Background: an optimization exercise with open tools, aiming at small area and a short achievable clock period. Do not read the settings as production practice.
Function was checked by simulation only, so behaviour that the tests miss may differ from the original.
Power and IR drop assume default switching activity.

`flow/run.sh`:
```
#!/bin/bash
set -euo pipefail
bash standard.sh SETUP_SLACK_MARGIN=5.4 finish > make_finish.log 2>&1
```
`standard.sh`:
```
#!/bin/bash
# synth_recipe.tcl (not shown) runs the flow's synth.tcl, then flattens the netlist and writes it again
# the make line also repeats each setting of config.mk as NAME=value (left out here)
make -C /OpenROAD-flow-scripts/flow DESIGN_CONFIG=/design/flow/config.mk WORK_HOME=/design/flow/orfs CLKGATE_MAP_FILE= SYNTH_SCRIPT=/design/flow/synth_recipe.tcl "${@:-finish}"
```
`config.mk`:
```
export PLATFORM = sky130hd
export DESIGN_NAME = SIMD
export DESIGN_NICKNAME = SIMD
export VERILOG_FILES = /design/flow/design.v
export SDC_FILE = /design/flow/constraint.sdc
export NUM_CORES = 4
export LEC_CHECK = 0
export CAP_MARGIN = 20
export CORE_MARGIN = 2
export CORE_UTILIZATION = 60
export CTS_CLUSTER_DIAMETER = 150
export CTS_CLUSTER_SIZE = 20
export SLEW_MARGIN = 20
```
`constraint.sdc`:
```
create_clock -name core_clock -period 10.0 [get_ports {clk}]
set_input_delay 2.0000 -clock core_clock [delete_from_list [all_inputs] [get_ports {clk}]]
set_output_delay 2.0000 -clock core_clock [all_outputs]
set_load 0.01 [all_outputs]
```
`design.v`:
```
module simd_addsub(
input  [15:0] a,
input  [15:0] b,
input  [1:0]  w,
input         sub,
output [15:0] s
);
wire [15:0] y = sub ? ~b : b;
wire p1 = (w != 2'd0);
wire p2 = (w == 2'd2);
wire [20:0] fx = {a[15:12], p1 | sub, a[11:8], p2 | sub, a[7:4], p1 | sub, a[3:0], sub};
wire [20:0] fy = {y[15:12], ~p1 & sub, y[11:8], ~p2 & sub, y[7:4], ~p1 & sub, y[3:0], sub};
wire [20:0] fs = fx + fy;
assign s = {fs[19:16], fs[14:11], fs[9:6], fs[4:1]};
endmodule
module simd_booth_enc(
  input  [15:0] b,
  input         m4, m8, m16,
  output [7:0]  one, two, neg
);
  wire nm4 = ~m4, nm8 = ~m8, nm16 = ~m16;
  assign one[0] = b[0];
  assign two[0] = b[1] & ~b[0];
  assign neg[0] = b[1];
  wire bm1 = b[1];
  assign one[1] = b[2] ^ bm1;
  assign two[1] = (b[3] & ~b[2] & ~bm1) | (~b[3] & b[2] & bm1);
  assign neg[1] = b[3];
  wire bm2 = (b[3] & nm4);
  assign one[2] = b[4] ^ bm2;
  assign two[2] = (b[5] & ~b[4] & ~bm2) | (~b[5] & b[4] & bm2);
  assign neg[2] = b[5];
  wire bm3 = b[5];
  assign one[3] = b[6] ^ bm3;
  assign two[3] = (b[7] & ~b[6] & ~bm3) | (~b[7] & b[6] & bm3);
  assign neg[3] = b[7];
  wire bm4 = (b[7] & m16);
  assign one[4] = b[8] ^ bm4;
  assign two[4] = (b[9] & ~b[8] & ~bm4) | (~b[9] & b[8] & bm4);
  assign neg[4] = b[9];
  wire bm5 = b[9];
  assign one[5] = b[10] ^ bm5;
  assign two[5] = (b[11] & ~b[10] & ~bm5) | (~b[11] & b[10] & bm5);
  assign neg[5] = b[11];
  wire bm6 = (b[11] & nm4);
  assign one[6] = b[12] ^ bm6;
  assign two[6] = (b[13] & ~b[12] & ~bm6) | (~b[13] & b[12] & bm6);
  assign neg[6] = b[13];
  wire bm7 = b[13];
  assign one[7] = b[14] ^ bm7;
  assign two[7] = (b[15] & ~b[14] & ~bm7) | (~b[15] & b[14] & bm7);
  assign neg[7] = b[15];
endmodule
module simd_mul(
  input  [15:0] a,
  input  [7:0]  one, two, neg,
  input  [31:0] x,
  input         r,
  input         m4, m8, m16,
  output [15:0] pl, pl1,
  output [15:0] hx, hy,
  output        hc
);
  wire nm4 = ~m4, nm8 = ~m8, nm16 = ~m16;
  wire t0 = (one[0] & a[0]) ^ neg[0];
  wire t1 = ((one[0] & a[1]) | (two[0] & a[0])) ^ neg[0];
  wire t2 = ((one[0] & a[2]) | (two[0] & a[1])) ^ neg[0];
  wire t3 = ((one[0] & a[3]) | (two[0] & a[2])) ^ neg[0];
  wire t4 = (m4 & (~(((one[0] | two[0]) & a[3]) ^ neg[0]))) | (nm4 & (((one[0] & a[4]) | (two[0] & a[3])) ^ neg[0]));
  wire t5 = one[0] & nm4;
  wire t6 = two[0] & nm4;
  wire t7 = neg[0] & nm4;
  wire t8 = ((t5 & a[5]) | (t6 & a[4])) ^ t7;
  wire t9 = ((t5 & a[6]) | (t6 & a[5])) ^ t7;
  wire t10 = ((t5 & a[7]) | (t6 & a[6])) ^ t7;
  wire t11 = (m8 & (~(((one[0] | two[0]) & a[7]) ^ neg[0]))) | (m16 & (((one[0] & a[8]) | (two[0] & a[7])) ^ neg[0]));
  wire t12 = one[0] & m16;
  wire t13 = two[0] & m16;
  wire t14 = neg[0] & m16;
  wire t15 = ((t12 & a[9]) | (t13 & a[8])) ^ t14;
  wire t16 = ((t12 & a[10]) | (t13 & a[9])) ^ t14;
  wire t17 = ((t12 & a[11]) | (t13 & a[10])) ^ t14;
  wire t18 = ((t12 & a[12]) | (t13 & a[11])) ^ t14;
  wire t19 = ((t12 & a[13]) | (t13 & a[12])) ^ t14;
  wire t20 = ((t12 & a[14]) | (t13 & a[13])) ^ t14;
  wire t21 = ((t12 & a[15]) | (t13 & a[14])) ^ t14;
  wire t22 = m16 & ~(((t12 | t13) & a[15]) ^ t14);
  wire t23 = (one[1] & a[0]) ^ neg[1];
  wire t24 = ((one[1] & a[1]) | (two[1] & a[0])) ^ neg[1];
  wire t25 = ((one[1] & a[2]) | (two[1] & a[1])) ^ neg[1];
  wire t26 = ((one[1] & a[3]) | (two[1] & a[2])) ^ neg[1];
  wire t27 = (m4 & (~(((one[1] | two[1]) & a[3]) ^ neg[1]))) | (nm4 & (((one[1] & a[4]) | (two[1] & a[3])) ^ neg[1]));
  wire t28 = one[1] & nm4;
  wire t29 = two[1] & nm4;
  wire t30 = neg[1] & nm4;
  wire t31 = ((t28 & a[5]) | (t29 & a[4])) ^ t30;
  wire t32 = ((t28 & a[6]) | (t29 & a[5])) ^ t30;
  wire t33 = ((t28 & a[7]) | (t29 & a[6])) ^ t30;
  wire t34 = (m8 & (~(((one[1] | two[1]) & a[7]) ^ neg[1]))) | (m16 & (((one[1] & a[8]) | (two[1] & a[7])) ^ neg[1]));
  wire t35 = one[1] & m16;
  wire t36 = two[1] & m16;
  wire t37 = neg[1] & m16;
  wire t38 = ((t35 & a[9]) | (t36 & a[8])) ^ t37;
  wire t39 = ((t35 & a[10]) | (t36 & a[9])) ^ t37;
  wire t40 = ((t35 & a[11]) | (t36 & a[10])) ^ t37;
  wire t41 = ((t35 & a[12]) | (t36 & a[11])) ^ t37;
  wire t42 = ((t35 & a[13]) | (t36 & a[12])) ^ t37;
  wire t43 = ((t35 & a[14]) | (t36 & a[13])) ^ t37;
  wire t44 = ((t35 & a[15]) | (t36 & a[14])) ^ t37;
  wire t45 = m16 & ~(((t35 | t36) & a[15]) ^ t37);
  wire t46 = one[2] & nm4;
  wire t47 = two[2] & nm4;
  wire t48 = neg[2] & nm4;
  wire t49 = (t46 & a[0]) ^ t48;
  wire t50 = ((t46 & a[1]) | (t47 & a[0])) ^ t48;
  wire t51 = ((t46 & a[2]) | (t47 & a[1])) ^ t48;
  wire t52 = ((t46 & a[3]) | (t47 & a[2])) ^ t48;
  wire t53 = (m4 & ((one[2] & a[4]) ^ neg[2])) | (nm4 & (((one[2] & a[4]) | (two[2] & a[3])) ^ neg[2]));
  wire t54 = ((one[2] & a[5]) | (two[2] & a[4])) ^ neg[2];
  wire t55 = ((one[2] & a[6]) | (two[2] & a[5])) ^ neg[2];
  wire t56 = ((one[2] & a[7]) | (two[2] & a[6])) ^ neg[2];
  wire t57 = (nm16 & (~(((one[2] | two[2]) & a[7]) ^ neg[2]))) | (m16 & (((one[2] & a[8]) | (two[2] & a[7])) ^ neg[2]));
  wire t58 = one[2] & m16;
  wire t59 = two[2] & m16;
  wire t60 = neg[2] & m16;
  wire t61 = ((t58 & a[9]) | (t59 & a[8])) ^ t60;
  wire t62 = ((t58 & a[10]) | (t59 & a[9])) ^ t60;
  wire t63 = ((t58 & a[11]) | (t59 & a[10])) ^ t60;
  wire t64 = ((t58 & a[12]) | (t59 & a[11])) ^ t60;
  wire t65 = ((t58 & a[13]) | (t59 & a[12])) ^ t60;
  wire t66 = ((t58 & a[14]) | (t59 & a[13])) ^ t60;
  wire t67 = ((t58 & a[15]) | (t59 & a[14])) ^ t60;
  wire t68 = m16 & ~(((t58 | t59) & a[15]) ^ t60);
  wire t69 = one[3] & nm4;
  wire t70 = two[3] & nm4;
  wire t71 = neg[3] & nm4;
  wire t72 = (t69 & a[0]) ^ t71;
  wire t73 = ((t69 & a[1]) | (t70 & a[0])) ^ t71;
  wire t74 = ((t69 & a[2]) | (t70 & a[1])) ^ t71;
  wire t75 = ((t69 & a[3]) | (t70 & a[2])) ^ t71;
  wire t76 = (m4 & ((one[3] & a[4]) ^ neg[3])) | (nm4 & (((one[3] & a[4]) | (two[3] & a[3])) ^ neg[3]));
  wire t77 = ((one[3] & a[5]) | (two[3] & a[4])) ^ neg[3];
  wire t78 = ((one[3] & a[6]) | (two[3] & a[5])) ^ neg[3];
  wire t79 = ((one[3] & a[7]) | (two[3] & a[6])) ^ neg[3];
  wire t80 = (nm16 & (~(((one[3] | two[3]) & a[7]) ^ neg[3]))) | (m16 & (((one[3] & a[8]) | (two[3] & a[7])) ^ neg[3]));
  wire t81 = one[3] & m16;
  wire t82 = two[3] & m16;
  wire t83 = neg[3] & m16;
  wire t84 = ((t81 & a[9]) | (t82 & a[8])) ^ t83;
  wire t85 = ((t81 & a[10]) | (t82 & a[9])) ^ t83;
  wire t86 = ((t81 & a[11]) | (t82 & a[10])) ^ t83;
  wire t87 = ((t81 & a[12]) | (t82 & a[11])) ^ t83;
  wire t88 = ((t81 & a[13]) | (t82 & a[12])) ^ t83;
  wire t89 = ((t81 & a[14]) | (t82 & a[13])) ^ t83;
  wire t90 = ((t81 & a[15]) | (t82 & a[14])) ^ t83;
  wire t91 = m16 & ~(((t81 | t82) & a[15]) ^ t83);
  wire t92 = one[4] & m16;
  wire t93 = two[4] & m16;
  wire t94 = neg[4] & m16;
  wire t95 = (t92 & a[0]) ^ t94;
  wire t96 = ((t92 & a[1]) | (t93 & a[0])) ^ t94;
  wire t97 = ((t92 & a[2]) | (t93 & a[1])) ^ t94;
  wire t98 = ((t92 & a[3]) | (t93 & a[2])) ^ t94;
  wire t99 = ((t92 & a[4]) | (t93 & a[3])) ^ t94;
  wire t100 = ((t92 & a[5]) | (t93 & a[4])) ^ t94;
  wire t101 = ((t92 & a[6]) | (t93 & a[5])) ^ t94;
  wire t102 = ((t92 & a[7]) | (t93 & a[6])) ^ t94;
  wire t103 = (nm16 & ((one[4] & a[8]) ^ neg[4])) | (m16 & (((one[4] & a[8]) | (two[4] & a[7])) ^ neg[4]));
  wire t104 = ((one[4] & a[9]) | (two[4] & a[8])) ^ neg[4];
  wire t105 = ((one[4] & a[10]) | (two[4] & a[9])) ^ neg[4];
  wire t106 = ((one[4] & a[11]) | (two[4] & a[10])) ^ neg[4];
  wire t107 = (m4 & (~(((one[4] | two[4]) & a[11]) ^ neg[4]))) | (nm4 & (((one[4] & a[12]) | (two[4] & a[11])) ^ neg[4]));
  wire t108 = one[4] & nm4;
  wire t109 = two[4] & nm4;
  wire t110 = neg[4] & nm4;
  wire t111 = ((t108 & a[13]) | (t109 & a[12])) ^ t110;
  wire t112 = ((t108 & a[14]) | (t109 & a[13])) ^ t110;
  wire t113 = ((t108 & a[15]) | (t109 & a[14])) ^ t110;
  wire t114 = nm4 & ~(((t108 | t109) & a[15]) ^ t110);
  wire t115 = one[5] & m16;
  wire t116 = two[5] & m16;
  wire t117 = neg[5] & m16;
  wire t118 = (t115 & a[0]) ^ t117;
  wire t119 = ((t115 & a[1]) | (t116 & a[0])) ^ t117;
  wire t120 = ((t115 & a[2]) | (t116 & a[1])) ^ t117;
  wire t121 = ((t115 & a[3]) | (t116 & a[2])) ^ t117;
  wire t122 = ((t115 & a[4]) | (t116 & a[3])) ^ t117;
  wire t123 = ((t115 & a[5]) | (t116 & a[4])) ^ t117;
  wire t124 = ((t115 & a[6]) | (t116 & a[5])) ^ t117;
  wire t125 = ((t115 & a[7]) | (t116 & a[6])) ^ t117;
  wire t126 = (nm16 & ((one[5] & a[8]) ^ neg[5])) | (m16 & (((one[5] & a[8]) | (two[5] & a[7])) ^ neg[5]));
  wire t127 = ((one[5] & a[9]) | (two[5] & a[8])) ^ neg[5];
  wire t128 = ((one[5] & a[10]) | (two[5] & a[9])) ^ neg[5];
  wire t129 = ((one[5] & a[11]) | (two[5] & a[10])) ^ neg[5];
  wire t130 = (m4 & (~(((one[5] | two[5]) & a[11]) ^ neg[5]))) | (nm4 & (((one[5] & a[12]) | (two[5] & a[11])) ^ neg[5]));
  wire t131 = one[5] & nm4;
  wire t132 = two[5] & nm4;
  wire t133 = neg[5] & nm4;
  wire t134 = ((t131 & a[13]) | (t132 & a[12])) ^ t133;
  wire t135 = ((t131 & a[14]) | (t132 & a[13])) ^ t133;
  wire t136 = ((t131 & a[15]) | (t132 & a[14])) ^ t133;
  wire t137 = nm4 & ~(((t131 | t132) & a[15]) ^ t133);
  wire t138 = one[6] & m16;
  wire t139 = two[6] & m16;
  wire t140 = neg[6] & m16;
  wire t141 = (t138 & a[0]) ^ t140;
  wire t142 = ((t138 & a[1]) | (t139 & a[0])) ^ t140;
  wire t143 = ((t138 & a[2]) | (t139 & a[1])) ^ t140;
  wire t144 = ((t138 & a[3]) | (t139 & a[2])) ^ t140;
  wire t145 = ((t138 & a[4]) | (t139 & a[3])) ^ t140;
  wire t146 = ((t138 & a[5]) | (t139 & a[4])) ^ t140;
  wire t147 = ((t138 & a[6]) | (t139 & a[5])) ^ t140;
  wire t148 = ((t138 & a[7]) | (t139 & a[6])) ^ t140;
  wire t149 = (m8 & ((one[6] & a[8]) ^ neg[6])) | (m16 & (((one[6] & a[8]) | (two[6] & a[7])) ^ neg[6]));
  wire t150 = one[6] & nm4;
  wire t151 = two[6] & nm4;
  wire t152 = neg[6] & nm4;
  wire t153 = ((t150 & a[9]) | (t151 & a[8])) ^ t152;
  wire t154 = ((t150 & a[10]) | (t151 & a[9])) ^ t152;
  wire t155 = ((t150 & a[11]) | (t151 & a[10])) ^ t152;
  wire t156 = (m4 & ((one[6] & a[12]) ^ neg[6])) | (nm4 & (((one[6] & a[12]) | (two[6] & a[11])) ^ neg[6]));
  wire t157 = ((one[6] & a[13]) | (two[6] & a[12])) ^ neg[6];
  wire t158 = ((one[6] & a[14]) | (two[6] & a[13])) ^ neg[6];
  wire t159 = ((one[6] & a[15]) | (two[6] & a[14])) ^ neg[6];
  wire t160 = ~(((one[6] | two[6]) & a[15]) ^ neg[6]);
  wire t161 = one[7] & m16;
  wire t162 = two[7] & m16;
  wire t163 = neg[7] & m16;
  wire t164 = (t161 & a[0]) ^ t163;
  wire t165 = ((t161 & a[1]) | (t162 & a[0])) ^ t163;
  wire t166 = ((t161 & a[2]) | (t162 & a[1])) ^ t163;
  wire t167 = ((t161 & a[3]) | (t162 & a[2])) ^ t163;
  wire t168 = ((t161 & a[4]) | (t162 & a[3])) ^ t163;
  wire t169 = ((t161 & a[5]) | (t162 & a[4])) ^ t163;
  wire t170 = ((t161 & a[6]) | (t162 & a[5])) ^ t163;
  wire t171 = ((t161 & a[7]) | (t162 & a[6])) ^ t163;
  wire t172 = (m8 & ((one[7] & a[8]) ^ neg[7])) | (m16 & (((one[7] & a[8]) | (two[7] & a[7])) ^ neg[7]));
  wire t173 = one[7] & nm4;
  wire t174 = two[7] & nm4;
  wire t175 = neg[7] & nm4;
  wire t176 = ((t173 & a[9]) | (t174 & a[8])) ^ t175;
  wire t177 = ((t173 & a[10]) | (t174 & a[9])) ^ t175;
  wire t178 = ((t173 & a[11]) | (t174 & a[10])) ^ t175;
  wire t179 = (m4 & ((one[7] & a[12]) ^ neg[7])) | (nm4 & (((one[7] & a[12]) | (two[7] & a[11])) ^ neg[7]));
  wire t180 = ((one[7] & a[13]) | (two[7] & a[12])) ^ neg[7];
  wire t181 = ((one[7] & a[14]) | (two[7] & a[13])) ^ neg[7];
  wire t182 = ((one[7] & a[15]) | (two[7] & a[14])) ^ neg[7];
  wire t183 = ~(((one[7] | two[7]) & a[15]) ^ neg[7]);
  wire t184 = (m4 & neg[0]) | (m8 & neg[0]) | (m16 & neg[0]);
  wire t185 = (m4 & neg[1]) | (m8 & neg[1]) | (m16 & neg[1]);
  wire t186 = (m8 & neg[2]) | (m16 & neg[2]);
  wire t187 = (m8 & neg[3]) | (m16 & neg[3]);
  wire t188 = (m4 & neg[2]) | (m16 & neg[4]);
  wire t189 = (m4 & neg[3]) | (m16 & neg[5]);
  wire t190 = (m16 & neg[6]);
  wire t191 = (m16 & neg[7]);
  wire t192 = (m4 & neg[4]) | (m8 & neg[4]);
  wire t193 = (m4 & neg[5]) | (m8 & neg[5]);
  wire t194 = (m8 & neg[6]);
  wire t195 = (m8 & neg[7]);
  wire t196 = (m4 & neg[6]);
  wire t197 = (m4 & neg[7]);
  wire t198 = x[0] ^ t184;
  wire t199 = x[0] & t184;
  wire t200 = x[1] ^ t1;
  wire t201 = x[1] & t1;
  wire fs202, fc202;
  assign {fc202, fs202} = {1'b0, x[2]} + {1'b0, t185} + {1'b0, t2};
  wire t203 = t23 ^ t201;
  wire t204 = t23 & t201;
  wire fs205, fc205;
  assign {fc205, fs205} = {1'b0, x[3]} + {1'b0, t3} + {1'b0, t24};
  wire t206 = fc202 ^ t204;
  wire t207 = fc202 & t204;
  wire fs208, fc208;
  assign {fc208, fs208} = {1'b0, x[4]} + {1'b0, t186} + {1'b0, t25};
  wire fs209, fc209;
  assign {fc209, fs209} = {1'b0, t49} + {1'b0, t4} + {1'b0, fc205};
  wire t210 = fs208 ^ t207;
  wire t211 = fs208 & t207;
  wire fs212, fc212;
  assign {fc212, fs212} = {1'b0, x[5]} + {1'b0, t8} + {1'b0, t26};
  wire fs213, fc213;
  assign {fc213, fs213} = {1'b0, t50} + {1'b0, fc208} + {1'b0, fs212};
  wire t214 = fc209 ^ t211;
  wire t215 = fc209 & t211;
  wire fs216, fc216;
  assign {fc216, fs216} = {1'b0, x[6]} + {1'b0, t187} + {1'b0, t9};
  wire fs217, fc217;
  assign {fc217, fs217} = {1'b0, t51} + {1'b0, t72} + {1'b0, t27};
  wire fs218, fc218;
  assign {fc218, fs218} = {1'b0, fc212} + {1'b0, fs216} + {1'b0, fs217};
  wire t219 = fc213 ^ t215;
  wire t220 = fc213 & t215;
  wire fs221, fc221;
  assign {fc221, fs221} = {1'b0, x[7]} + {1'b0, t10} + {1'b0, t31};
  wire t222 = fc221 & nm4;
  wire fs223, fc223;
  assign {fc223, fs223} = {1'b0, t52} + {1'b0, t73} + {1'b0, fc216};
  wire t224 = fc223 & nm4;
  wire fs225, fc225;
  assign {fc225, fs225} = {1'b0, fs221} + {1'b0, fc217} + {1'b0, fs223};
  wire t226 = fc225 & nm4;
  wire t227 = fc218 ^ t220;
  wire t228 = fc218 & t220;
  wire t229 = t228 & nm4;
  wire fs230, fc230;
  assign {fc230, fs230} = {1'b0, x[8]} + {1'b0, t188} + {1'b0, t32};
  wire fs231, fc231;
  assign {fc231, fs231} = {1'b0, t74} + {1'b0, t95} + {1'b0, t11};
  wire fs232, fc232;
  assign {fc232, fs232} = {1'b0, t53} + {1'b0, fs230} + {1'b0, t222};
  wire fs233, fc233;
  assign {fc233, fs233} = {1'b0, fs231} + {1'b0, t224} + {1'b0, fs232};
  wire t234 = t226 ^ fs233;
  wire t235 = t226 & fs233;
  wire fs236, fc236;
  assign {fc236, fs236} = {1'b0, x[9]} + {1'b0, t15} + {1'b0, t33};
  wire fs237, fc237;
  assign {fc237, fs237} = {1'b0, t54} + {1'b0, t75} + {1'b0, t96};
  wire fs238, fc238;
  assign {fc238, fs238} = {1'b0, fc230} + {1'b0, fs236} + {1'b0, fs237};
  wire fs239, fc239;
  assign {fc239, fs239} = {1'b0, fc231} + {1'b0, fs238} + {1'b0, fc232};
  wire t240 = fc233 ^ fs239;
  wire t241 = fc233 & fs239;
  wire fs242, fc242;
  assign {fc242, fs242} = {1'b0, x[10]} + {1'b0, t189} + {1'b0, t16};
  wire fs243, fc243;
  assign {fc243, fs243} = {1'b0, t55} + {1'b0, t97} + {1'b0, t118};
  wire fs244, fc244;
  assign {fc244, fs244} = {1'b0, t34} + {1'b0, t76} + {1'b0, fc236};
  wire fs245, fc245;
  assign {fc245, fs245} = {1'b0, fc237} + {1'b0, fs242} + {1'b0, fs243};
  wire fs246, fc246;
  assign {fc246, fs246} = {1'b0, fc238} + {1'b0, fs244} + {1'b0, fs245};
  wire t247 = fs246 ^ fc239;
  wire t248 = fs246 & fc239;
  wire fs249, fc249;
  assign {fc249, fs249} = {1'b0, x[11]} + {1'b0, t17} + {1'b0, t38};
  wire fs250, fc250;
  assign {fc250, fs250} = {1'b0, t56} + {1'b0, t77} + {1'b0, t98};
  wire fs251, fc251;
  assign {fc251, fs251} = {1'b0, t119} + {1'b0, fc242} + {1'b0, fc243};
  wire fs252, fc252;
  assign {fc252, fs252} = {1'b0, fs249} + {1'b0, fs250} + {1'b0, fc244};
  wire fs253, fc253;
  assign {fc253, fs253} = {1'b0, fc245} + {1'b0, fs251} + {1'b0, fc246};
  wire t254 = fs252 ^ t248;
  wire t255 = fs252 & t248;
  wire fs256, fc256;
  assign {fc256, fs256} = {1'b0, x[12]} + {1'b0, t190} + {1'b0, t18};
  wire fs257, fc257;
  assign {fc257, fs257} = {1'b0, t39} + {1'b0, t78} + {1'b0, t99};
  wire fs258, fc258;
  assign {fc258, fs258} = {1'b0, t120} + {1'b0, t141} + {1'b0, t57};
  wire fs259, fc259;
  assign {fc259, fs259} = {1'b0, fc249} + {1'b0, fc250} + {1'b0, fs256};
  wire fs260, fc260;
  assign {fc260, fs260} = {1'b0, fs257} + {1'b0, fs258} + {1'b0, fc251};
  wire fs261, fc261;
  assign {fc261, fs261} = {1'b0, fs259} + {1'b0, fc252} + {1'b0, fs260};
  wire t262 = fc253 ^ fs261;
  wire t263 = fc253 & fs261;
  wire fs264, fc264;
  assign {fc264, fs264} = {1'b0, x[13]} + {1'b0, t19} + {1'b0, t40};
  wire fs265, fc265;
  assign {fc265, fs265} = {1'b0, t61} + {1'b0, t79} + {1'b0, t100};
  wire fs266, fc266;
  assign {fc266, fs266} = {1'b0, t121} + {1'b0, t142} + {1'b0, fc256};
  wire fs267, fc267;
  assign {fc267, fs267} = {1'b0, fc257} + {1'b0, fs264} + {1'b0, fs265};
  wire fs268, fc268;
  assign {fc268, fs268} = {1'b0, fc258} + {1'b0, fc259} + {1'b0, fs266};
  wire fs269, fc269;
  assign {fc269, fs269} = {1'b0, fs267} + {1'b0, fc260} + {1'b0, fs268};
  wire t270 = fc261 ^ fs269;
  wire t271 = fc261 & fs269;
  wire fs272, fc272;
  assign {fc272, fs272} = {1'b0, x[14]} + {1'b0, t191} + {1'b0, t20};
  wire fs273, fc273;
  assign {fc273, fs273} = {1'b0, t41} + {1'b0, t62} + {1'b0, t101};
  wire fs274, fc274;
  assign {fc274, fs274} = {1'b0, t122} + {1'b0, t143} + {1'b0, t164};
  wire fs275, fc275;
  assign {fc275, fs275} = {1'b0, t80} + {1'b0, fc264} + {1'b0, fc265};
  wire fs276, fc276;
  assign {fc276, fs276} = {1'b0, fs272} + {1'b0, fs273} + {1'b0, fs274};
  wire fs277, fc277;
  assign {fc277, fs277} = {1'b0, fc266} + {1'b0, fc267} + {1'b0, fs275};
  wire fs278, fc278;
  assign {fc278, fs278} = {1'b0, fs276} + {1'b0, fc268} + {1'b0, fs277};
  wire t279 = fc269 ^ fs278;
  wire t280 = fc269 & fs278;
  wire fs281, fc281;
  assign {fc281, fs281} = {1'b0, x[15]} + {1'b0, t21} + {1'b0, t42};
  wire t282 = fc281 & m16;
  wire fs283, fc283;
  assign {fc283, fs283} = {1'b0, t63} + {1'b0, t84} + {1'b0, t102};
  wire t284 = fc283 & m16;
  wire fs285, fc285;
  assign {fc285, fs285} = {1'b0, t123} + {1'b0, t144} + {1'b0, t165};
  wire t286 = fc285 & m16;
  wire fs287, fc287;
  assign {fc287, fs287} = {1'b0, fc272} + {1'b0, fc273} + {1'b0, fc274};
  wire t288 = fc287 & m16;
  wire fs289, fc289;
  assign {fc289, fs289} = {1'b0, fs281} + {1'b0, fs283} + {1'b0, fs285};
  wire t290 = fc289 & m16;
  wire fs291, fc291;
  assign {fc291, fs291} = {1'b0, fc275} + {1'b0, fc276} + {1'b0, fs287};
  wire t292 = fc291 & m16;
  wire fs293, fc293;
  assign {fc293, fs293} = {1'b0, fs289} + {1'b0, fc277} + {1'b0, fs291};
  wire t294 = fc293 & m16;
  wire t295 = fc278 ^ fs293;
  wire t296 = fc278 & fs293;
  wire t297 = t296 & m16;
  wire fs298, fc298;
  assign {fc298, fs298} = {1'b0, x[16]} + {1'b0, t192} + {1'b0, t22};
  wire fs299, fc299;
  assign {fc299, fs299} = {1'b0, t43} + {1'b0, t64} + {1'b0, t85};
  wire fs300, fc300;
  assign {fc300, fs300} = {1'b0, t124} + {1'b0, t145} + {1'b0, t166};
  wire fs301, fc301;
  assign {fc301, fs301} = {1'b0, t103} + {1'b0, fs298} + {1'b0, fs299};
  wire fs302, fc302;
  assign {fc302, fs302} = {1'b0, fs300} + {1'b0, t282} + {1'b0, t284};
  wire fs303, fc303;
  assign {fc303, fs303} = {1'b0, t286} + {1'b0, fs301} + {1'b0, t288};
  wire fs304, fc304;
  assign {fc304, fs304} = {1'b0, t290} + {1'b0, fs302} + {1'b0, t292};
  wire fs305, fc305;
  assign {fc305, fs305} = {1'b0, fs303} + {1'b0, t294} + {1'b0, fs304};
  wire fs306, fc306;
  assign {fc306, fs306} = {1'b0, x[17]} + {1'b0, t44} + {1'b0, t65};
  wire fs307, fc307;
  assign {fc307, fs307} = {1'b0, t86} + {1'b0, t104} + {1'b0, t125};
  wire fs308, fc308;
  assign {fc308, fs308} = {1'b0, t146} + {1'b0, t167} + {1'b0, fc298};
  wire fs309, fc309;
  assign {fc309, fs309} = {1'b0, fc299} + {1'b0, fc300} + {1'b0, fs306};
  wire fs310, fc310;
  assign {fc310, fs310} = {1'b0, fs307} + {1'b0, fc301} + {1'b0, fs308};
  wire fs311, fc311;
  assign {fc311, fs311} = {1'b0, fs309} + {1'b0, fc302} + {1'b0, fs310};
  wire fs312, fc312;
  assign {fc312, fs312} = {1'b0, fc303} + {1'b0, fs311} + {1'b0, fc304};
  wire fs313, fc313;
  assign {fc313, fs313} = {1'b0, x[18]} + {1'b0, t193} + {1'b0, t45};
  wire fs314, fc314;
  assign {fc314, fs314} = {1'b0, t66} + {1'b0, t87} + {1'b0, t105};
  wire fs315, fc315;
  assign {fc315, fs315} = {1'b0, t147} + {1'b0, t168} + {1'b0, t126};
  wire fs316, fc316;
  assign {fc316, fs316} = {1'b0, fc306} + {1'b0, fc307} + {1'b0, fs313};
  wire fs317, fc317;
  assign {fc317, fs317} = {1'b0, fs314} + {1'b0, fs315} + {1'b0, fc308};
  wire fs318, fc318;
  assign {fc318, fs318} = {1'b0, fc309} + {1'b0, fs316} + {1'b0, fc310};
  wire fs319, fc319;
  assign {fc319, fs319} = {1'b0, fs317} + {1'b0, fc311} + {1'b0, fs318};
  wire fs320, fc320;
  assign {fc320, fs320} = {1'b0, x[19]} + {1'b0, t67} + {1'b0, t88};
  wire fs321, fc321;
  assign {fc321, fs321} = {1'b0, t106} + {1'b0, t127} + {1'b0, t148};
  wire fs322, fc322;
  assign {fc322, fs322} = {1'b0, t169} + {1'b0, fc313} + {1'b0, fc314};
  wire fs323, fc323;
  assign {fc323, fs323} = {1'b0, fs320} + {1'b0, fs321} + {1'b0, fc315};
  wire fs324, fc324;
  assign {fc324, fs324} = {1'b0, fc316} + {1'b0, fs322} + {1'b0, fs323};
  wire fs325, fc325;
  assign {fc325, fs325} = {1'b0, fc317} + {1'b0, fs324} + {1'b0, fc318};
  wire fs326, fc326;
  assign {fc326, fs326} = {1'b0, x[20]} + {1'b0, t194} + {1'b0, t68};
  wire fs327, fc327;
  assign {fc327, fs327} = {1'b0, t89} + {1'b0, t128} + {1'b0, t170};
  wire fs328, fc328;
  assign {fc328, fs328} = {1'b0, t107} + {1'b0, t149} + {1'b0, fc320};
  wire fs329, fc329;
  assign {fc329, fs329} = {1'b0, fc321} + {1'b0, fs326} + {1'b0, fs327};
  wire fs330, fc330;
  assign {fc330, fs330} = {1'b0, fc322} + {1'b0, fs328} + {1'b0, fs329};
  wire fs331, fc331;
  assign {fc331, fs331} = {1'b0, fc323} + {1'b0, fs330} + {1'b0, fc324};
  wire fs332, fc332;
  assign {fc332, fs332} = {1'b0, x[21]} + {1'b0, t90} + {1'b0, t111};
  wire fs333, fc333;
  assign {fc333, fs333} = {1'b0, t129} + {1'b0, t153} + {1'b0, t171};
  wire fs334, fc334;
  assign {fc334, fs334} = {1'b0, fc326} + {1'b0, fc327} + {1'b0, fs332};
  wire fs335, fc335;
  assign {fc335, fs335} = {1'b0, fs333} + {1'b0, fc328} + {1'b0, fc329};
  wire fs336, fc336;
  assign {fc336, fs336} = {1'b0, fs334} + {1'b0, fc330} + {1'b0, fs335};
  wire fs337, fc337;
  assign {fc337, fs337} = {1'b0, x[22]} + {1'b0, t195} + {1'b0, t91};
  wire fs338, fc338;
  assign {fc338, fs338} = {1'b0, t112} + {1'b0, t154} + {1'b0, t130};
  wire fs339, fc339;
  assign {fc339, fs339} = {1'b0, t172} + {1'b0, fc332} + {1'b0, fc333};
  wire fs340, fc340;
  assign {fc340, fs340} = {1'b0, fs337} + {1'b0, fs338} + {1'b0, fc334};
  wire fs341, fc341;
  assign {fc341, fs341} = {1'b0, fs339} + {1'b0, fc335} + {1'b0, fs340};
  wire fs342, fc342;
  assign {fc342, fs342} = {1'b0, x[23]} + {1'b0, t113} + {1'b0, t134};
  wire t343 = fc342 & nm4;
  wire fs344, fc344;
  assign {fc344, fs344} = {1'b0, t155} + {1'b0, t176} + {1'b0, fc337};
  wire t345 = fc344 & nm4;
  wire fs346, fc346;
  assign {fc346, fs346} = {1'b0, fs342} + {1'b0, fc338} + {1'b0, fc339};
  wire t347 = fc346 & nm4;
  wire fs348, fc348;
  assign {fc348, fs348} = {1'b0, fs344} + {1'b0, fc340} + {1'b0, fs346};
  wire t349 = fc348 & nm4;
  wire fs350, fc350;
  assign {fc350, fs350} = {1'b0, x[24]} + {1'b0, t196} + {1'b0, t114};
  wire fs351, fc351;
  assign {fc351, fs351} = {1'b0, t135} + {1'b0, t177} + {1'b0, t156};
  wire fs352, fc352;
  assign {fc352, fs352} = {1'b0, fs350} + {1'b0, t343} + {1'b0, fs351};
  wire fs353, fc353;
  assign {fc353, fs353} = {1'b0, t345} + {1'b0, fs352} + {1'b0, t347};
  wire fs354, fc354;
  assign {fc354, fs354} = {1'b0, x[25]} + {1'b0, t136} + {1'b0, t157};
  wire fs355, fc355;
  assign {fc355, fs355} = {1'b0, t178} + {1'b0, fc350} + {1'b0, fs354};
  wire fs356, fc356;
  assign {fc356, fs356} = {1'b0, fc351} + {1'b0, fs355} + {1'b0, fc352};
  wire fs357, fc357;
  assign {fc357, fs357} = {1'b0, x[26]} + {1'b0, t197} + {1'b0, t137};
  wire fs358, fc358;
  assign {fc358, fs358} = {1'b0, t158} + {1'b0, t179} + {1'b0, fc354};
  wire fs359, fc359;
  assign {fc359, fs359} = {1'b0, fs357} + {1'b0, fc355} + {1'b0, fs358};
  wire fs360, fc360;
  assign {fc360, fs360} = {1'b0, x[27]} + {1'b0, t159} + {1'b0, t180};
  wire fs361, fc361;
  assign {fc361, fs361} = {1'b0, fc357} + {1'b0, fs360} + {1'b0, fc358};
  wire fs362, fc362;
  assign {fc362, fs362} = {1'b0, x[28]} + {1'b0, t160} + {1'b0, t181};
  wire t363 = fc360 ^ fs362;
  wire t364 = fc360 & fs362;
  wire fs365, fc365;
  assign {fc365, fs365} = {1'b0, x[29]} + {1'b0, t182} + {1'b0, fc362};
  wire t366 = x[30] ^ t183;
  wire t367 = x[30] & t183;
  wire t368 = t0 & t198;
  wire t369 = t199 & t200;
  wire t370 = fs202 & t203;
  wire t371 = fs205 & t206;
  wire t372 = fs209 & t210;
  wire t373 = fs213 & t214;
  wire t374 = fs218 & t219;
  wire t375 = fs225 & t227;
  wire t376 = t229 & t234;
  wire t377 = t235 & t240;
  wire t378 = t241 & t247;
  wire t379 = fs253 & t254;
  wire t380 = t255 & t262;
  wire t381 = t263 & t270;
  wire t382 = t271 & t279;
  wire t383 = t280 & t295;
  wire t384 = t0 ^ t198;
  wire t385 = t199 ^ t200;
  wire t386 = fs202 ^ t203;
  wire t387 = fs205 ^ t206;
  wire t388 = fs209 ^ t210;
  wire t389 = fs213 ^ t214;
  wire t390 = fs218 ^ t219;
  wire t391 = fs225 ^ t227;
  wire t392 = t229 ^ t234;
  wire t393 = t235 ^ t240;
  wire t394 = t241 ^ t247;
  wire t395 = fs253 ^ t254;
  wire t396 = t255 ^ t262;
  wire t397 = t263 ^ t270;
  wire t398 = t271 ^ t279;
  wire t399 = t280 ^ t295;
  wire t400 = t369 | (t385 & t368);
  wire t401 = t370 | (t386 & t369);
  wire t402 = t386 & t385;
  wire t403 = t371 | (t387 & t370);
  wire t404 = t387 & t386;
  wire t405 = t372 | (t388 & t371);
  wire t406 = t388 & t387;
  wire t407 = t373 | (t389 & t372);
  wire t408 = t389 & t388;
  wire t409 = t374 | (t390 & t373);
  wire t410 = t390 & t389;
  wire t411 = t375 | (t391 & t374);
  wire t412 = t391 & t390;
  wire t413 = 1'b0 | (nm4 & t375);
  wire t414 = nm4 & t391;
  wire t415 = t376 | (t392 & 1'b0);
  wire t416 = t392 & nm4;
  wire t417 = t377 | (t393 & t376);
  wire t418 = t393 & t392;
  wire t419 = t378 | (t394 & t377);
  wire t420 = t394 & t393;
  wire t421 = t379 | (t395 & t378);
  wire t422 = t395 & t394;
  wire t423 = t380 | (t396 & t379);
  wire t424 = t396 & t395;
  wire t425 = t381 | (t397 & t380);
  wire t426 = t397 & t396;
  wire t427 = t382 | (t398 & t381);
  wire t428 = t398 & t397;
  wire t429 = t383 | (t399 & t382);
  wire t430 = t399 & t398;
  wire t431 = t401 | (t402 & t368);
  wire t432 = t403 | (t404 & t400);
  wire t433 = t405 | (t406 & t401);
  wire t434 = t406 & t402;
  wire t435 = t407 | (t408 & t403);
  wire t436 = t408 & t404;
  wire t437 = t409 | (t410 & t405);
  wire t438 = t410 & t406;
  wire t439 = t411 | (t412 & t407);
  wire t440 = t412 & t408;
  wire t441 = t413 | (t414 & t409);
  wire t442 = t414 & t410;
  wire t443 = t415 | (t416 & t411);
  wire t444 = t416 & t412;
  wire t445 = t417 | (t418 & t413);
  wire t446 = t418 & t414;
  wire t447 = t419 | (t420 & t415);
  wire t448 = t420 & t416;
  wire t449 = t421 | (t422 & t417);
  wire t450 = t422 & t418;
  wire t451 = t423 | (t424 & t419);
  wire t452 = t424 & t420;
  wire t453 = t425 | (t426 & t421);
  wire t454 = t426 & t422;
  wire t455 = t427 | (t428 & t423);
  wire t456 = t428 & t424;
  wire t457 = t429 | (t430 & t425);
  wire t458 = t430 & t426;
  wire t459 = t433 | (t434 & t368);
  wire t460 = t435 | (t436 & t400);
  wire t461 = t437 | (t438 & t431);
  wire t462 = t439 | (t440 & t432);
  wire t463 = t441 | (t442 & t433);
  wire t464 = t442 & t434;
  wire t465 = t443 | (t444 & t435);
  wire t466 = t444 & t436;
  wire t467 = t445 | (t446 & t437);
  wire t468 = t446 & t438;
  wire t469 = t447 | (t448 & t439);
  wire t470 = t448 & t440;
  wire t471 = t449 | (t450 & t441);
  wire t472 = t450 & t442;
  wire t473 = t451 | (t452 & t443);
  wire t474 = t452 & t444;
  wire t475 = t453 | (t454 & t445);
  wire t476 = t454 & t446;
  wire t477 = t455 | (t456 & t447);
  wire t478 = t456 & t448;
  wire t479 = t457 | (t458 & t449);
  wire t480 = t458 & t450;
  wire t481 = t463 | (t464 & t368);
  wire t482 = t465 | (t466 & t400);
  wire t483 = t467 | (t468 & t431);
  wire t484 = t469 | (t470 & t432);
  wire t485 = t471 | (t472 & t459);
  wire t486 = t473 | (t474 & t460);
  wire t487 = t475 | (t476 & t461);
  wire t488 = t477 | (t478 & t462);
  wire t489 = t479 | (t480 & t463);
  wire t490 = t480 & t464;
  wire t491 = t489 | (t490 & t368);
  wire t492 = t384 ^ 1'b0;
  wire t493 = t385 ^ t368;
  wire t494 = t386 ^ t400;
  wire t495 = t387 ^ t431;
  wire t496 = t388 ^ t432;
  wire t497 = t389 ^ t459;
  wire t498 = t390 ^ t460;
  wire t499 = t391 ^ t461;
  wire t500 = nm4 ^ t462;
  wire t501 = t392 ^ t481;
  wire t502 = t393 ^ t482;
  wire t503 = t394 ^ t483;
  wire t504 = t395 ^ t484;
  wire t505 = t396 ^ t485;
  wire t506 = t397 ^ t486;
  wire t507 = t398 ^ t487;
  wire t508 = t399 ^ t488;
  wire t509 = (t384 | r) ^ 1'b0;
  wire t510 = (t385 | r) ^ t368;
  wire t511 = (t386 | r) ^ t400;
  wire t512 = (t387 | r) ^ t431;
  wire t513 = (t388 | r) ^ t432;
  wire t514 = (t389 | r) ^ t459;
  wire t515 = (t390 | r) ^ t460;
  wire t516 = (t391 | r) ^ t461;
  wire t517 = (nm4 | r) ^ t462;
  wire t518 = (t392 | r) ^ t481;
  wire t519 = (t393 | r) ^ t482;
  wire t520 = (t394 | r) ^ t483;
  wire t521 = (t395 | r) ^ t484;
  wire t522 = (t396 | r) ^ t485;
  wire t523 = (t397 | r) ^ t486;
  wire t524 = (t398 | r) ^ t487;
  wire t525 = (t399 | r) ^ t488;
  assign pl = {t508, t507, t506, t505, t504, t503, t502, t501, t499, t498, t497, t496, t495, t494, t493, t492};
  assign pl1 = {t525, t524, t523, t522, t521, t520, t519, t518, t516, t515, t514, t513, t512, t511, t510, t509};
  assign hc = t491 & m16;
  assign hx = {x[31], fc365, t364, fc361, fc359, fc356, fc353, t349, fc341, fc336, fc331, fc325, fc319, fc312, fc305, t297};
  assign hy = {t367, t366, fs365, t363, fs361, fs359, fs356, fs353, fs348, fs341, fs336, fs331, fs325, fs319, fs312, fs305};
endmodule
module simd_shift(
input  [15:0] d,
input  [1:0]  w,
input         right,
input         arith,
output [15:0] q
);
wire s4 = (w == 2'd0);
wire s16 = (w == 2'd2);
wire [15:0] tops = {1'b1, 3'b0, s4, 3'b0, ~s16, 3'b0, s4, 3'b0};
wire [15:0] bots = {3'b0, s4, 3'b0, ~s16, 3'b0, s4, 3'b0, 1'b1};
wire [15:0] rsh = ({1'b0, d[15:1]} & ~tops) | (d & tops & {16{arith}});
wire [15:0] lsh = {d[14:0], 1'b0} & ~bots;
assign q = right ? rsh : lsh;
endmodule
module SIMD(
input [11:0] instruction,
input clk,
input rst,
output [31:0] outputvalue
);
reg  [11:8] cmd;             
reg  rst_d;                  
reg  [255:0] rf;             
reg  [15:0] ra;              
reg  [7:0]  e_one, e_two, e_neg;    
reg  [31:0] e_x;             
reg  e_m4, e_m8, e_m16;       
reg  [3:0] e_dst;
reg  [15:0] res_l, out_l, out_h;
reg  [15:0] w_hx, w_hy;      
reg  w_hc, w_k24;            
reg  [15:0] sel_a;
reg  [3:0]  sel_w, sel_b, sel_c;
wire [11:0] ins = instruction;
wire [3:0] ins_a = (ins[11:10] == 2'b10) ? {ins[3:2], ins[1:0]} : {ins[7:6], ins[1:0]};
always @(posedge clk) begin
  sel_a <= 16'd1 << ins_a;
  sel_w <= 4'd1 << ins[7:6];
  sel_b <= 4'd1 << ins[3:2];
  sel_c <= 4'd1 << ins[5:4];
end
wire [3:0] op = cmd[11:8];
wire [1:0] w  = {sel_w[2] | sel_w[3], sel_w[1] | sel_w[3]};
wire [1:0] fc = {sel_c[2] | sel_c[3], sel_c[1] | sel_c[3]};
wire       fb0 = sel_b[1] | sel_b[3];
wire nop = rst | rst_d;
wire mul = ~nop & (op[3:1] == 3'd1);
reg [15:0] rd_a, rd_b, rd_c;
reg [15:0] bank [0:3];
integer r, k;
always @* begin
  rd_a = 16'd0;
  for (r = 0; r < 16; r = r + 1)
    rd_a = rd_a | ({16{sel_a[r]}} & rf[16*r +: 16]);
  for (k = 0; k < 4; k = k + 1) begin
    bank[k] = 16'd0;
    for (r = 0; r < 4; r = r + 1)
      bank[k] = bank[k] | ({16{sel_w[r]}} & rf[16*(4*r+k) +: 16]);
  end
  rd_b = 16'd0;
  rd_c = 16'd0;
  for (k = 0; k < 4; k = k + 1) begin
    rd_b = rd_b | ({16{sel_b[k]}} & bank[k]);
    rd_c = rd_c | ({16{sel_c[k]}} & bank[k]);
  end
end
wire [15:0] as_out;
simd_addsub as(.a(rd_a), .b(rd_b), .w(w), .sub(op == 4'd1), .s(as_out));
wire [15:0] sh_out;
simd_shift sh(.d(rd_a), .w(w), .right(fb0), .arith(op == 4'd6), .q(sh_out));
wire [15:0] pre = ({16{~nop & (op[3:1] == 3'd0)}} & as_out)
                | ({16{~nop & ((op == 4'd4) | (op == 4'd6))}} & sh_out)
                | ({16{~nop & (op == 4'd8)}}  & (rd_a & rd_c))
                | ({16{~nop & (op == 4'd9)}}  & (rd_a | rd_c))
                | ({16{~nop & (op == 4'd10)}} & (rd_a ^ rd_c))
                | ({16{~nop & (op == 4'd11)}} & ~rd_a);
wire m4 = sel_w[0], m8 = sel_w[1], m16 = sel_w[2] | sel_w[3];
wire [7:0] one, two, neg;
simd_booth_enc be(.b(rd_b), .m4(m4), .m8(m8), .m16(m16), .one(one), .two(two), .neg(neg));
wire [3:0] par4 = {^rd_b[15:12], ^rd_b[11:8], ^rd_b[7:4], ^rd_b[3:0]};
wire [1:0] par8 = {par4[3] ^ par4[2], par4[1] ^ par4[0]};
wire par16 = par8[1] ^ par8[0];
wire [3:0] q;
assign q[0] = ~(rd_a[3] & par4[0]);
assign q[1] = m4 ? ~(rd_a[7] & par4[1]) : ~(rd_a[7] & par8[0]);
assign q[2] = ~(rd_a[11] & par4[2]);
assign q[3] = m4 ? ~(rd_a[15] & par4[3]) : m8 ? ~(rd_a[15] & par8[1]) : ~(rd_a[15] & par16);
wire [15:0] c = (op == 4'd3) ? rd_c : 16'd0;
wire [31:0] x4 = {q[3], 1'b0, 1'b1, ~c[15], c[15:12], q[2], 1'b0, 1'b1, ~c[11], c[11:8],
                  q[1], 1'b0, 1'b1, ~c[7],  c[7:4],   q[0], 1'b0, 1'b1, ~c[3],  c[3:0]};
wire [31:0] x8 = {q[3], 1'b0, 1'b1, 1'b0, 1'b1, 1'b0, 1'b1, ~c[15], c[15:8],
                  q[1], 1'b0, 1'b1, 1'b0, 1'b1, 1'b0, 1'b1, ~c[7],  c[7:0]};
wire [31:0] x16 = {q[3], 1'b0, 1'b1, 1'b0, 1'b1, 1'b0, 1'b1, 1'b0, 1'b1, 1'b0, 1'b1,
                   1'b0, 1'b1, 1'b0, 1'b1, ~c[15], c[15:0]};
wire [31:0] x = ~mul ? {16'hAAAB, pre} : m4 ? x4 : m8 ? x8 : x16;
always @(posedge clk) begin
  ra <= rd_a;
  e_one <= one & {8{mul}};
  e_two <= two & {8{mul}};
  e_neg <= neg & {8{mul}};
  e_x <= x;
  e_m4 <= mul & m4;
  e_m8 <= mul & m8;
  e_m16 <= ~mul | m16;
  e_dst <= nop ? 4'd0 : {w, fc};
  rst_d <= rst;
  cmd <= instruction[11:8];
end
wire [15:0] res, res1, hx, hy;
wire hc;
simd_mul mu(.a(ra), .one(e_one), .two(e_two), .neg(e_neg), .x(e_x), .r(rst_d),
            .m4(e_m4), .m8(e_m8), .m16(e_m16), .pl(res), .pl1(res1), .hx(hx), .hy(hy), .hc(hc));
wire [17:0] hs = {w_hx[15:8], w_k24, w_hx[7:0], w_hc} + {w_hy[15:8], 1'b0, w_hy[7:0], w_hc};
integer i;
always @(posedge clk) begin
  res_l <= res;
  w_hx <= hx;
  w_hy <= hy;
  w_hc <= hc;
  w_k24 <= ~e_m4;
  out_l <= res_l;
  out_h <= {hs[17:10], hs[8:1]};
  for (i = 0; i < 16; i = i + 1)
    if (rst_d | (e_dst == i))
      rf[16*i +: 16] <= (res1 & rf_init(i)) | (res & ~rf_init(i));
end
function [15:0] rf_init(input integer r);
  case (r)
    1:  rf_init = 16'b0001_1000_1000_0100;
    2:  rf_init = 16'b1110_0110_0110_1100;
    4:  rf_init = 16'b0010_0111_0100_1100;
    5:  rf_init = 16'b1101_1000_1000_0101;
    8:  rf_init = 16'b0001_0110_0100_1010;
    9:  rf_init = 16'b1111_1010_1010_0100;
    13: rf_init = 16'b0001_1000_1000_0100;
    default: rf_init = 16'b0;
  endcase
endfunction
assign outputvalue = {out_h, out_l};
endmodule
```
==> results of run 1 <==
==> worst max path at each step <==
stage | from | cells after the start | to
6_report | e_two[2] | 17 | rf[111]
5_1_grt | e_two[2] | 17 | rf[111]
4_1_cts | e_one[2] | 16 | rf[143]
3_5_place_dp | e_neg[1] | 13 | rf[203]
3_3_place_gp | e_neg[1] | 13 | rf[43]
2_1_floorplan | e_m4 | 17 | rf[111]
==> synthesized netlist by cell type, drive strengths merged (12+ instances only) <==
| library cell | number | share of area, % |
|---|---|---|
| a22oi | 346 | 9.9 |
| edfxtp | 256 | 29 |
| nand2 | 224 | 3.2 |
| dfxtp | 191 | 15 |
| inv | 169 | 2.4 |
| clkbuf | 164 | 2.3 |
| xnor2 | 151 | 5.0 |
| nor2 | 135 | 1.9 |
| fa | 119 | 9.0 |
| ha | 111 | 5.3 |
| xor2 | 68 | 2.3 |
| a21oi | 57 | 1.1 |
| a22o | 49 | 1.6 |
| a221oi | 48 | 1.6 |
| o21ai | 43 | 0.82 |
| nand3 | 37 | 0.70 |
| buf | 36 | 0.61 |
| nor2b | 29 | 0.69 |
| and2 | 27 | 0.64 |
| nor3 | 21 | 0.40 |
| a21o | 20 | 0.57 |
| mux2i | 13 | 0.49 |
| o211ai | 12 | 0.34 |
==> registers in the layout, indices dropped and copies added (netlist names), 4 cells and up <==
| name | cells |
|---|---|
| sel_w | 4 |
| e_neg | 8 |
| ra | 16 |
| res_l | 16 |
| e_two | 8 |
| out_h | 16 |
| out_l | 16 |
| w_hy | 15 |
| w_hx | 16 |
| rf | 256 |
| cmd | 4 |
| e_dst | 4 |
| sel_c | 4 |
| sel_b | 4 |
| sel_a | 16 |
| e_x | 30 |
| e_one | 8 |
==> cells in the final DEF (no fill, tap or decap), types with 8 or more instances in the layout <==
cell type / Yosys / final
nand2b_1: 10 / 10
clkbuf_1: 163 / 16
ha_1: 111 / 97
nand2_1: 223 / 223
a221oi_1: 48 / 44
inv_1: 169 / 163
xnor2_1: 151 / 139
nand3_1: 37 / 36
o211ai_1: 12 / 12
or2_2: 11 / 11
nor2_1: 135 / 133
nand4_1: 11 / 11
nor3_1: 21 / 21
a22oi_2: 2 / 18
a31o_2: 8 / 8
edfxtp_1: 256 / 256
xor2_1: 68 / 64
o21ai_0: 43 / 39
a21o_1: 20 / 19
o22ai_1: 11 / 11
xnor2_2: 0 / 9
ha_4: 0 / 12
buf_6: 3 / 12
a22oi_1: 344 / 328
dfxtp_4: 0 / 31
clkbuf_16: 0 / 28
buf_4: 0 / 136
clkdlybuf4s50_1: 0 / 45
mux4_2: 11 / 11
fa_1: 119 / 107
fa_2: 0 / 12
mux2i_1: 13 / 13
a21oi_1: 56 / 52
dfxtp_2: 0 / 8
a22o_1: 49 / 49
dfxtp_1: 191 / 152
nor2b_1: 29 / 28
and2_1: 27 / 27
==> power breakdown <==
group | switching (W) | leakage, nW | total [W] | internal [W]
Combinational | 0.000947 | 6.85 | 0.00157 | 0.000623
Clock | 0.000624 | 0.358 | 0.00112 | 0.000493
Sequential | 0.000192 | 4.21 | 0.00247 | 0.00228
==> area by class of cell <==
cell class	instances	area (um2)
antenna	1	2.50
fill	3237	13500
sequential	447	11600
timing repair buffer	210	1920
tap	585	732
clock buffer	42	711
timing repair inverter	1	5.00
multi-input combinational	1671	14000
clock inverter	2	46.3
inverter	169	638
==> cell families after synthesis <==
kind of cell / after synthesis
buffers and inverters: 369
adder cells (fa/ha/maj): 230
XOR/XNOR: 219
AO/OA/AOI/OAI: 663
flip-flops: 447
AND/OR/NAND/NOR: 535
multiplexers: 24
==> routing by layer <==
layer / vias up / wire length (um) / track usage, %
met5: - / 0 / 0
met4: 0 / 6340 / 22.1
met3: 382 / 11900 / 10.5
met2: 1638 / 40500 / 62.0
met1: 10300 / 32700 / 52.4
li1: 9028 / - / -
==> per-stage QoR <==
step	worst slack, ps	area [um2]	power (W)	util, %
after floorplan	5420	26500	0.00330	-
after global placement	4720	27400	0.00383	63.2
after detailed placement	4670	27400	0.00386	63.3
after CTS	5390	29000	0.00503	66.9
after global routing	5310	29700	0.00536	68.7
final	5430	29700	0.00516	68.7
==> critical path, cell delays in order, from the launching register on <==
cell and delay (ps):
dfxtp_4 400, buf_6 140, a22oi_2 210, a21oi_2 110, xnor2_2 220, fa_1 470, fa_1 520, inv_1 50
fa_2 560, ha_4 220, ha_4 160, or3_4 390, a211oi_4 230, o31ai_4 110, a21oi_2 150, buf_6 130
xnor2_4 90, clkbuf_16 170
==> repair_timing <==
action,4_1_cts,5_1_grt
gates cloned,3,2
setup buffers,54,36
endpoints found under the setup margin,139,123
pin swaps,12,38
gates resized for setup,100,76
==> results.toml, run 1 <==
[run_status]
status = "finished clean"

[synth]
syn_inst = 2487
synth.distinct_cells = 69
synth_area_mm2 = 0.0264
yosys_warnings = 2
async_reset_ff_share_pct = 0
synth-compound-area-share_pct = 18.8
ys_seq_area_share_pct = 43.7
synth_mux_area_share_pct = 1.43
synth_xor_area_share_pct = 7.28
avgSynthCellArea_um2 = 10.6
synth_top_family_by_area = "compound AO/OA/AOI/OAI gates"
synth_flop_cell = "edfxtp_1"
synth_seq_cells = 447
synth_fa_ha_area_share_pct = 14.3
synth_edf_count = 256
synth-simple-area-share_pct = 9.16
syn_nets = 2731

[clock_tree]
cts.htree.levels = 1
cts.sinks = 447
cts-hold-fix-buffers = 0
cts_tree = "built"
root_buffer = "clkbuf_16"
clockBufferDepth = 3
clock_latency_ps = 620
cts.clk_slew.worst_paths_ps = 100
cts_buffers = 26

[setup_path]
reg2reg_to = "rf[111]"
end_kind = "flop"
reg2regPathDepth = 17
r2r-start = "e_two[2]"
r2r_setup_slack_ps = 5430
arrival_ps = 4950
cp-start-kind = "flop"
worstPathMaxFanout = 7
critPathKind = "flop to flop"
critical_path_required_ps = 10390

[min_path]
hold_start = "res_l[7]"
min_path_type = "flop to flop"
min_to = "out_l[7]"
holdPathStages = 0

[route]
drt-initial-drc-count = 3280
viasPerCell = 6.84
routed_wl_um = 91400
dr_total_vias = 21400
avgRoutedWirePerCell_um = 29.2
drtPass1Iterations = 7
drc_errors = 0
ant_nets = 0

[sta]
setup_viol = 0
hold_viol_final = 0
fin_crit_sh_pct = 45.7
slew_viol_final = 0
skew_ps = 22.8
fin_crit_ps = 4570
holdWs_ps = 331
worst_pin_slew_ps = 1150
rsz0062_at_grt = "yes"
clock.fmax_mhz = 219
maxSlewHeadroom_pct = 23.2
setup_tns_ps = 0

[die]
die_w_um = 214
num_rows = 76
die_y_um = 214
core_area_mm2 = 0.0433
floorplan.initialDensity_pct = 60.9
die_area_mm2 = 0.0456
pin_count = 46

[final_layout]
nets = 2770
final_cells = 3128
drive_gt1_share_pct = 14.2
syn_to_final_growth_pct = 12.8

[placed_design]
port_buffers = 45
placed_cells = 2985
gp_congestion = 0.965
dp_hpwl_um = 58700

[flow_run]
cap_violations = 0

[global_routing]
grtUsageTotal_pct = 40.3
grt_pass1_vias = 20600
grt-ovfl-total = 0
antenna_found_initial = 1
grt_first_pass_wirelength_um = 133000
grt_max_degree = 75

[pwr]
p_per_area_mw_per_mm2 = 173
p_leak_nw = 11.4
ir_drop_mv = 0.212
==> run 2, diff against run 1 <==
==> flow/run.sh (replaced) <==
#!/bin/bash
set -euo pipefail
bash standard.sh SETUP_SLACK_MARGIN=5.75 finish > make_finish.log 2>&1
==> run 2 against run 1 <==
Against the previous run:
- critical endpoint is now rf[109]
- still clean
- critical path type unchanged
- clock skew up 17 ps
- worst hold slack better by 3.5 ps
- core utilization up 1.4 points
- sequential power is essentially flat
==> results.toml, run 2 <==
[run_status]
status = "finished clean"

[sta]
hold_viol_final = 0
fin_crit_sh_pct = 45.1
worst_pin_slew_ps = 1220
fin_crit_ps = 4510
setup_viol = 0
rsz0062_at_grt = "yes"
final.setup.worst_slack_ps = 5490
skew_ps = 39.5
maxSlewHeadroom_pct = 18.6
setup_tns_ps = 0
clock.fmax_mhz = 222
slew_viol_final = 0

[final_layout]
reg.largest.list = "rf x256, e_x x30"
top_register = "rf"
fill_cells = 3232
syn_to_final_growth_pct = 15.0
layout_commonest_cell = "a22oi_1"
layout_common_cells = "a22oi_1, edfxtp_1, nand2_1, inv_1, dfxtp_1"
nets = 2787
fin_area_mm2 = 0.0303
final_cells = 3145
drive_gt1_share_pct = 16.7
largest_reg_flops = 256
register_area_mm2 = 0.0116
multi_input_area_mm2 = 0.0144
antenna_cells = 0

[clock_tree]
root_buffer = "clkbuf_16"
clockBufferDepth = 3
cts_tree = "built"
cts.clk_slew.worst_paths_ps = 100
cts_buffers = 26
cts.sinks = 447
clock_latency_ps = 630
cts.htree.levels = 1

[synth]
synth_edf_count = 256
synth_top_cell_by_area = "edfxtp_1"
synth_top_area_share_pct = 29.2
ys_seq_area_share_pct = 43.7
async_reset_ff_share_pct = 0
syn_nets = 2731
synth_area_leaders = "edfxtp_1, dfxtp_1, a22oi_1"
synthTopCellsByCount = "a22oi_1, edfxtp_1, nand2_1"
yosys_warnings = 2
avgSynthCellArea_um2 = 10.6
synth_flop_cell = "edfxtp_1"
synth.distinct_cells = 69
syn_inst = 2487
synth.most_common_cell = "a22oi_1"
synth_area_mm2 = 0.0264
synth_seq_cells = 447

[die]
die_y_um = 214
core_area_mm2 = 0.0433
pin_count = 46
die_area_mm2 = 0.0456
num_rows = 76
floorplan.initialDensity_pct = 60.9
die_w_um = 214

[global_routing]
grt-ovfl-total = 0
grt_first_pass_wirelength_um = 134000
antenna_found_initial = 0
grt_max_degree = 75
grt_pass1_vias = 20700
grtUsageTotal_pct = 40.7

[route]
drtPass1Iterations = 9
avgRoutedWirePerCell_um = 29.6
wl_met3_um = 12000
top_layer = "met4"
viasPerCell = 6.82
wl_met2_um = 41400
dr_total_vias = 21400
drc_errors = 0
routed_wl_um = 93200
drt-initial-drc-count = 3259
ant_nets = 0
wl_met1_um = 32800

[placed_design]
port_buffers = 45
pre_cts_ws_ps = 4690
dp_hpwl_um = 59400
gp_congestion = 0.948
placed_cells = 2978
place_area_mm2 = 0.0275

[setup_path]
end_kind = "flop"
r2r_setup_slack_ps = 5490
critical_path_required_ps = 10360
r2r-start = "ra[10]"
reg2regPathDepth = 17
arrival_ps = 4870
critPathKind = "flop to flop"
worstPathMaxFanout = 14
reg2reg_to = "rf[109]"
cp-start-kind = "flop"

[flow_run]
cap_violations = 0

[pwr]
p_per_area_mw_per_mm2 = 174
p_leak_nw = 11.6
ir_drop_mv = 0.203

[min_path]
min_path_type = "flop to flop"
min_to = "out_l[0]"
hold_start = "res_l[0]"
holdPathStages = 0
## run 2: layout make-up
class,count,area share (%)
multi-input cells,1671,47.4
repair inverters,1,0.0165
inverters,169,2.12
clock inverters,3,0.235
well taps,585,2.41
repair buffers,227,7.10
clock buffers,42,2.34
flip-flops and latches,447,38.4
## run 2: cell families after synthesis
group                    count (synthesis)  synth area share [%]
AND/OR/NAND/NOR                        535                  9.16
multiplexers                            24                  1.43
buffers and inverters                  369                  5.35
AO/OA/AOI/OAI                          663                  18.8
adder cells (fa/ha/maj)                230                  14.3
XOR/XNOR                               219                  7.28
flip-flops                             447                  43.7
## run 2: metrics by stage
| step | hold slack (ps) | utilization, % | total power (W) |
|---|---|---|---|
| 2_1_floorplan | 310 | - | 0.00332 |
| 3_3_place_gp | 310 | 63.5 | 0.00385 |
| 3_5_place_dp | 313 | 63.6 | 0.00388 |
| 4_1_cts | 335 | 68.4 | 0.00515 |
| 5_1_grt | 343 | 70.1 | 0.00545 |
| 6_report | 335 | 70.1 | 0.00527 |
## run 2: worst max-delay path, stage by stage (launching register included)
cell and delay [ps]:
dfxtp_4 370, a22oi_2 190, xnor2_1 100, and2_4 170
fa_1 520, inv_2 40, fa_1 500, fa_2 570
inv_2 50, ha_4 160, ha_4 210, ha_4 160
or3_4 390, a211oi_4 290, buf_4 160, nor2_2 70
xnor2_4 140, buf_12 150
## run 2: power breakdown
part	switching, W	total (W)	internal [W]
Sequential	0.000206	0.00248	0.00228
Clock	0.000641	0.00116	0.000521
Combinational	0.000966	0.00162	0.000655
Total	0.00181	0.00527	0.00345
## run 2: what timing repair did
item | 4_1_cts | 5_1_grt
hold buffers | 0 | 0
gates cloned | 4 | 2
buffers inserted | 79 | 37
pin swaps | 26 | 36
endpoints found under the setup margin | 178 | 153
resized for setup | 150 | 77
## run 2: worst max-delay path by stage
stage,to,startpoint
floorplan,rf[111],e_two[4]
global placement,rf[15],e_neg[0]
detailed placement,rf[223],e_neg[0]
CTS,rf[127],ra[9]
global route,rf[127],ra[0]
finish,rf[109],ra[10]
## run 2: layer usage
layer  vias up  track usage, %
met5         -               0
met4         0            24.1
met3       431            11.0
met2      1662            63.2
met1     10300            51.3
li1       9057               -

afterwards: timing with drivers on the ports:
How much do the figures lean on ideal ports? The routed layouts below were timed once more, with nothing changed but the port constraints. Step 1 sets driving cells, clkbuf_16 on the clock port and buf_2 on the other inputs (assumed; they add their load-dependent delay and slew). Step 2 adds t to the input delays and takes it off the output delays; t is the mean of the earliest and latest rising clock arrival at the registers after step 1. Input paths then give back, and output paths get back, about the clock's delay inside the block. Three values: no drivers, after step 1, after step 2; two values: the first two.
run | t (ns) | setup slack, ns | worst data-port slew with drivers (ns)
run 1 | 0.671 | 5.433 / 5.433 / 5.433 | 0.03
run 2 | 0.671 | 5.489 / 5.489 / 5.489 | 0.04
After both steps setup and hold are still met in every run listed.
